This design comes from an exercise in tuning for small area on the open sky130 flow, not from production work.
Function was checked by simulation only, so behaviour that the tests miss may differ from the original.
Power is estimated from default activity; no workload was simulated.

==> flow/design.v (excerpt) <==
module DUT( RST,
				START,
				CLK,
				IN_MONEY,
				IN_PRICE_CH,
				IN_KIND,
				IN_NUM,
				IN_PRICE_ADMIN,
				IN_PRICE_ADMIN_END,
				IN_MONEY_ENTER,
				OUT_MONEY,
				OUT_JUICE0_MADE,
				OUT_JUICE1_MADE,
				END,
				OUT_1000WON,
				OUT_500WON,
				OUT_100WON,
				OUT_50WON,
				OUT_JUICE0_PRICE,
				OUT_JUICE1_PRICE,
				OUT_CU_SIGNAL
    );
input RST, START, CLK;
input [0:1] IN_MONEY;
input IN_PRICE_CH, IN_KIND;
input [0:2] IN_NUM;
input IN_PRICE_ADMIN, IN_PRICE_ADMIN_END, IN_MONEY_ENTER;
output [0:15] OUT_MONEY;
output OUT_JUICE0_MADE, OUT_JUICE1_MADE, END;
output OUT_1000WON, OUT_500WON, OUT_100WON, OUT_50WON;
output [0:15] OUT_JUICE0_PRICE;
output [0:15] OUT_JUICE1_PRICE;
output [0:22] OUT_CU_SIGNAL;
wire [14:0] m, sum;
wire [13:0] q0, q1;
wire [2:0] num;
wire kind;
wire [0:22] s;
wire coin, sub, price, up, suc, ksave, kin;
wire [1:0] idx;
wire ge_price, ge1000, ge500, ge100, ge50;
ControlUnit CU(.CLK(CLK), .RST(RST), .START(START),
	.IN_KIND(IN_KIND), .IN_PRICE_CH(IN_PRICE_CH), .IN_MONEY(IN_MONEY), .IN_PRICE_ADMIN(IN_PRICE_ADMIN),
	.IN_PRICE_ADMIN_END(IN_PRICE_ADMIN_END), .IN_MONEY_ENTER(IN_MONEY_ENTER),
	.KIND(kind), .NUM_ZERO(num == 3'd0), .GE_PRICE(ge_price),
	.GE1000(ge1000), .GE500(ge500), .GE100(ge100), .GE50(ge50),
	.OUT(s), .COIN(coin), .SUB(sub), .IDX(idx), .PRICE(price), .UP(up),
	.SUC(suc), .KSAVE(ksave), .KIN(kin));
MONEY_REG money(.CLK(CLK), .RST(RST), .CLR(s[1]), .COIN(coin), .SUB(sub), .IDX(idx),
	.PRICE(price), .UP(up), .SUC(suc), .Q0(q0), .Q1(q1), .KIND(kind),
	.M(m), .SUM(sum), .GE_PRICE(ge_price),
	.GE1000(ge1000), .GE500(ge500), .GE100(ge100), .GE50(ge50));
PRICE_REG price0(.CLK(CLK), .LOAD(RST | s[0]), .SAVE(price & ~kind), .IN(sum[14:1]), .Q(q0));
PRICE_REG price1(.CLK(CLK), .LOAD(RST | s[0]), .SAVE(price & kind), .IN(sum[14:1]), .Q(q1));
  ...
For scale: about 52 flip-flops, about 91 I/O pins.
==> module ControlUnit, before the edit <==
module ControlUnit(CLK, RST, START,
	IN_KIND, IN_PRICE_CH, IN_MONEY, IN_PRICE_ADMIN, IN_PRICE_ADMIN_END, IN_MONEY_ENTER,
	KIND, NUM_ZERO, GE_PRICE, GE1000, GE500, GE100, GE50,
	OUT, COIN, SUB, IDX, PRICE, UP, SUC, KSAVE, KIN);
input CLK, RST, START;
input IN_PRICE_CH;
input [0:1] IN_MONEY;
input IN_PRICE_ADMIN, IN_PRICE_ADMIN_END, IN_MONEY_ENTER;
input IN_KIND;
input KIND, NUM_ZERO, GE_PRICE, GE1000, GE500, GE100, GE50;
output [0:22] OUT;
output COIN, SUB, PRICE, UP, SUC, KSAVE, KIN;
output [1:0] IDX;
reg [4:0] st;
wire [1:0] ix = st[1:0];
wire g0 = ~st[4] & ~st[3] & ~st[2];
wire gx = ~st[4] & ~st[3] & st[2];
wire gc = ~st[4] & st[3] & ~st[2];
wire gr = ~st[4] & st[3] & st[2];
wire gj = st[4] & ~st[3];
wire gp = st[4] & st[3];
wire s_idle   = g0 & (ix == 2'd0);
wire s_start  = g0 & (ix == 2'd1);
wire s_admin  = g0 & (ix == 2'd2);
wire s_input  = g0 & (ix == 2'd3);
wire s_judge  = gx & ~ix[1] & ~ix[0];
wire s_return = gx & ix[0];
wire s_end    = gx & ix[1];
wire ok = ~NUM_ZERO & GE_PRICE;
reg [4:0] nx;
always @* begin
	nx[4] = s_admin | (s_judge & ok) | (gj & ~ix[0]);
	nx[3] = s_admin | (s_input & ~IN_MONEY_ENTER) | (s_return & GE50);
	nx[2] = (s_input & IN_MONEY_ENTER) | s_judge | gj | s_return | gr;
	nx[1] = s_start | (s_admin & IN_KIND) | (gp & ~IN_PRICE_ADMIN_END) |
		(s_input & ~IN_MONEY_ENTER & IN_MONEY[0]) | gc | (s_judge & ok & KIND) |
		(gj & ~ix[0] & ix[1]) | (s_return & (GE500 | ~GE50));
	nx[0] = (s_idle & START) | (s_start & ~IN_PRICE_ADMIN) | (s_admin & IN_PRICE_CH) |
		(gp & IN_PRICE_ADMIN_END) | (s_input & ~IN_MONEY_ENTER & IN_MONEY[1]) | gc |
		(s_judge & ~ok) | (gj & ~ix[0]) | (s_return & (GE1000 | (GE100 & ~GE500))) | gr;
end
always @(posedge CLK) begin
	if(RST)	st <= 5'd0;
	else		st <= nx;
end
assign OUT[0]  = s_idle;
assign OUT[1]  = s_start;
assign OUT[2]  = s_admin;
assign OUT[3]  = gp & ~KIND & ~ix[0];
assign OUT[4]  = gp & ~KIND & ix[0];
assign OUT[5]  = gp & KIND & ~ix[0];
assign OUT[6]  = gp & KIND & ix[0];
assign OUT[7]  = s_input;
assign OUT[8]  = gc & (ix == 2'd0);
assign OUT[9]  = gc & (ix == 2'd1);
assign OUT[10] = gc & (ix == 2'd2);
assign OUT[11] = gc & (ix == 2'd3);
assign OUT[12] = s_judge;
assign OUT[13] = gj & (ix == 2'd0);
assign OUT[14] = gj & (ix == 2'd1);
assign OUT[15] = gj & (ix == 2'd2);
assign OUT[16] = gj & (ix == 2'd3);
assign OUT[17] = s_return;
assign OUT[18] = gr & (ix == 2'd3);
assign OUT[19] = gr & (ix == 2'd2);
assign OUT[20] = gr & (ix == 2'd1);
assign OUT[21] = gr & (ix == 2'd0);
assign OUT[22] = s_end;
assign COIN  = ~st[4] & st[3];
assign SUB   = st[2];
assign IDX   = ix;
assign PRICE = gp;
assign UP    = ix[0];
assign SUC   = gj & ix[0];
assign KSAVE = gp;
assign KIN   = ix[1];
endmodule
Settings: LEC_CHECK=0, ABC_AREA=1, CAP_MARGIN=0, CORE_MARGIN=2, CORE_UTILIZATION=60, SLEW_MARGIN=0; clock period 5.0 ns.
standard.sh (not shown) runs the stock make flow with config.mk's settings and CLKGATE_MAP_FILE= SYNTH_SCRIPT=/design/flow/synth_recipe.tcl, a recipe that flattens the netlist after the stock synthesis.
==> flow/flow/run.sh <==
#!/bin/bash
# Layout flow: the standard layout (standard.sh), with
#  - synthesis mapped by abc with an area-oriented script (flow/abc.script);
#    registers are made exactly as in the standard synthesis;
#  - full/half adders left to abc as plain gates (no fa/ha cells);
#  - the input and output ports buffered with the platform's smallest buffer;
#  - clock tree synthesis without dummy loads;
#  - one tie cell for the constant outputs (no repair_tie_fanout).
# Each tool's full output goes to ORFS's own per-step logs under orfs/logs;
# make's output goes to make.log here.
set -euo pipefail
here=$(pwd)
export FLOW_ABC_SCRIPT="$here/flow/abc.script"
export BUFFER_PORTS_ARGS="-buffer_cell sky130_fd_sc_hd__buf_1"
export CTS_ARGS="-sink_clustering_enable -repair_clock_nets -dont_use_dummy_load"
bash standard.sh ADDER_MAP_FILE= SKIP_REPAIR_TIE_FANOUT=1 SYNTH_SCRIPT="$here/flow/synth.tcl" finish > make.log 2>&1
==> flow/flow/abc.script <==
strash
dc2
dch
amap
topo
stime -c
buffer -c
upsize -c -D 4000
dnsize -c -D 4000
==> flow/flow/synth.tcl <==
# The standard flow's synthesis script (synth_recipe.tcl), with abc run on abc.script
# (area-oriented standard-cell mapping) in place of ORFS's own abc script.
proc synth {args} { yosys synth -nofsm -noshare {*}$args }
if {[llength [info commands abc]]} { rename abc __yosys_abc }
proc abc {args} {
  set i [lsearch -exact $args -script]
  if {$i >= 0} { lset args [expr {$i + 1}] $::env(FLOW_ABC_SCRIPT) }
  yosys abc {*}$args
}
source $::env(SCRIPTS_DIR)/synth.tcl
# left out here: clear keep_hierarchy, flatten, clean up, hide names made inside functions, write 1_2_yosys.v
==> next run, changes <==
--- a/flow/design.v
+++ b/flow/design.v
@@ -20,12 +20,12 @@
 wire gr = ~st[4] & st[3] & st[2];
 wire gj = st[4] & ~st[3];
 wire gp = st[4] & st[3];
 wire s_idle   = g0 & (ix == 2'd0);
 wire s_start  = g0 & (ix == 2'd1);
-wire s_admin  = g0 & (ix == 2'd2);
-wire s_input  = g0 & (ix == 2'd3);
+wire s_input  = g0 & (ix == 2'd2);
+wire s_admin  = g0 & (ix == 2'd3);
 wire s_judge  = gx & ~ix[1] & ~ix[0];
 wire s_return = gx & ix[0];
 wire s_end    = gx & ix[1];
 wire ok = ~NUM_ZERO & GE_PRICE;
 reg [4:0] nx;
@@ -34,12 +34,12 @@
 	nx[3] = s_admin | (s_input & ~IN_MONEY_ENTER) | (s_return & GE50);
 	nx[2] = (s_input & IN_MONEY_ENTER) | s_judge | gj | s_return | gr;
 	nx[1] = s_start | (s_admin & IN_KIND) | (gp & ~IN_PRICE_ADMIN_END) |
 		(s_input & ~IN_MONEY_ENTER & IN_MONEY[0]) | gc | (s_judge & ok & KIND) |
 		(gj & ~ix[0] & ix[1]) | (s_return & (GE500 | ~GE50));
-	nx[0] = (s_idle & START) | (s_start & ~IN_PRICE_ADMIN) | (s_admin & IN_PRICE_CH) |
-		(gp & IN_PRICE_ADMIN_END) | (s_input & ~IN_MONEY_ENTER & IN_MONEY[1]) | gc |
+	nx[0] = (s_idle & START) | (s_start & IN_PRICE_ADMIN) | (s_admin & IN_PRICE_CH) |
+		gp | (s_input & ~IN_MONEY_ENTER & IN_MONEY[1]) |
 		(s_judge & ~ok) | (gj & ~ix[0]) | (s_return & (GE1000 | (GE100 & ~GE500))) | gr;
 end
 always @(posedge CLK) begin
 	if(RST)	st <= 5'd0;
 	else		st <= nx;
The changed run finished clean.
Worst setup slack gets worse by 0.093 ns.
Flip-flop and latch count stays the same.
Power drops by 12%.
Wire length rises by 2.1%.
Register-to-register slack loses 0.09 ns.
Worst hold slack got worse by 0.0041 ns.
Utilization goes down by 0.91 points.
First-iteration DRC count went up by 19%.
Count of clock-buffer cells in the layout does not change.
Combinational power fell by 19%.

separate check: timing with driven ports:
Ports are ideal in the flow. The routed layouts listed here were re-timed in OpenROAD.
Step 1 sets driving cells, clkbuf_16 on the clock port and buf_2 on the other inputs (assumed; they add their load-dependent delay and slew).
Step 2 adds t to the input delays and takes it off the output delays; t is the mean of the earliest and latest rising clock arrival at the registers after step 1. Input paths then give back, and output paths get back, about the clock's delay inside the block.
Slacks: ideal / step 1 / step 2; pairs: ideal / step 1.
| run | t, ns | slack for setup (ns) | pins driven straight from the clock port |
|---|---|---|---|
| the first run | 0.329 | 0.638 / 0.638 / 0.638 | 1 |
| the second run | 0.326 | 0.544 / 0.544 / 0.544 | 1 |
After both steps every run listed still meets setup and hold.
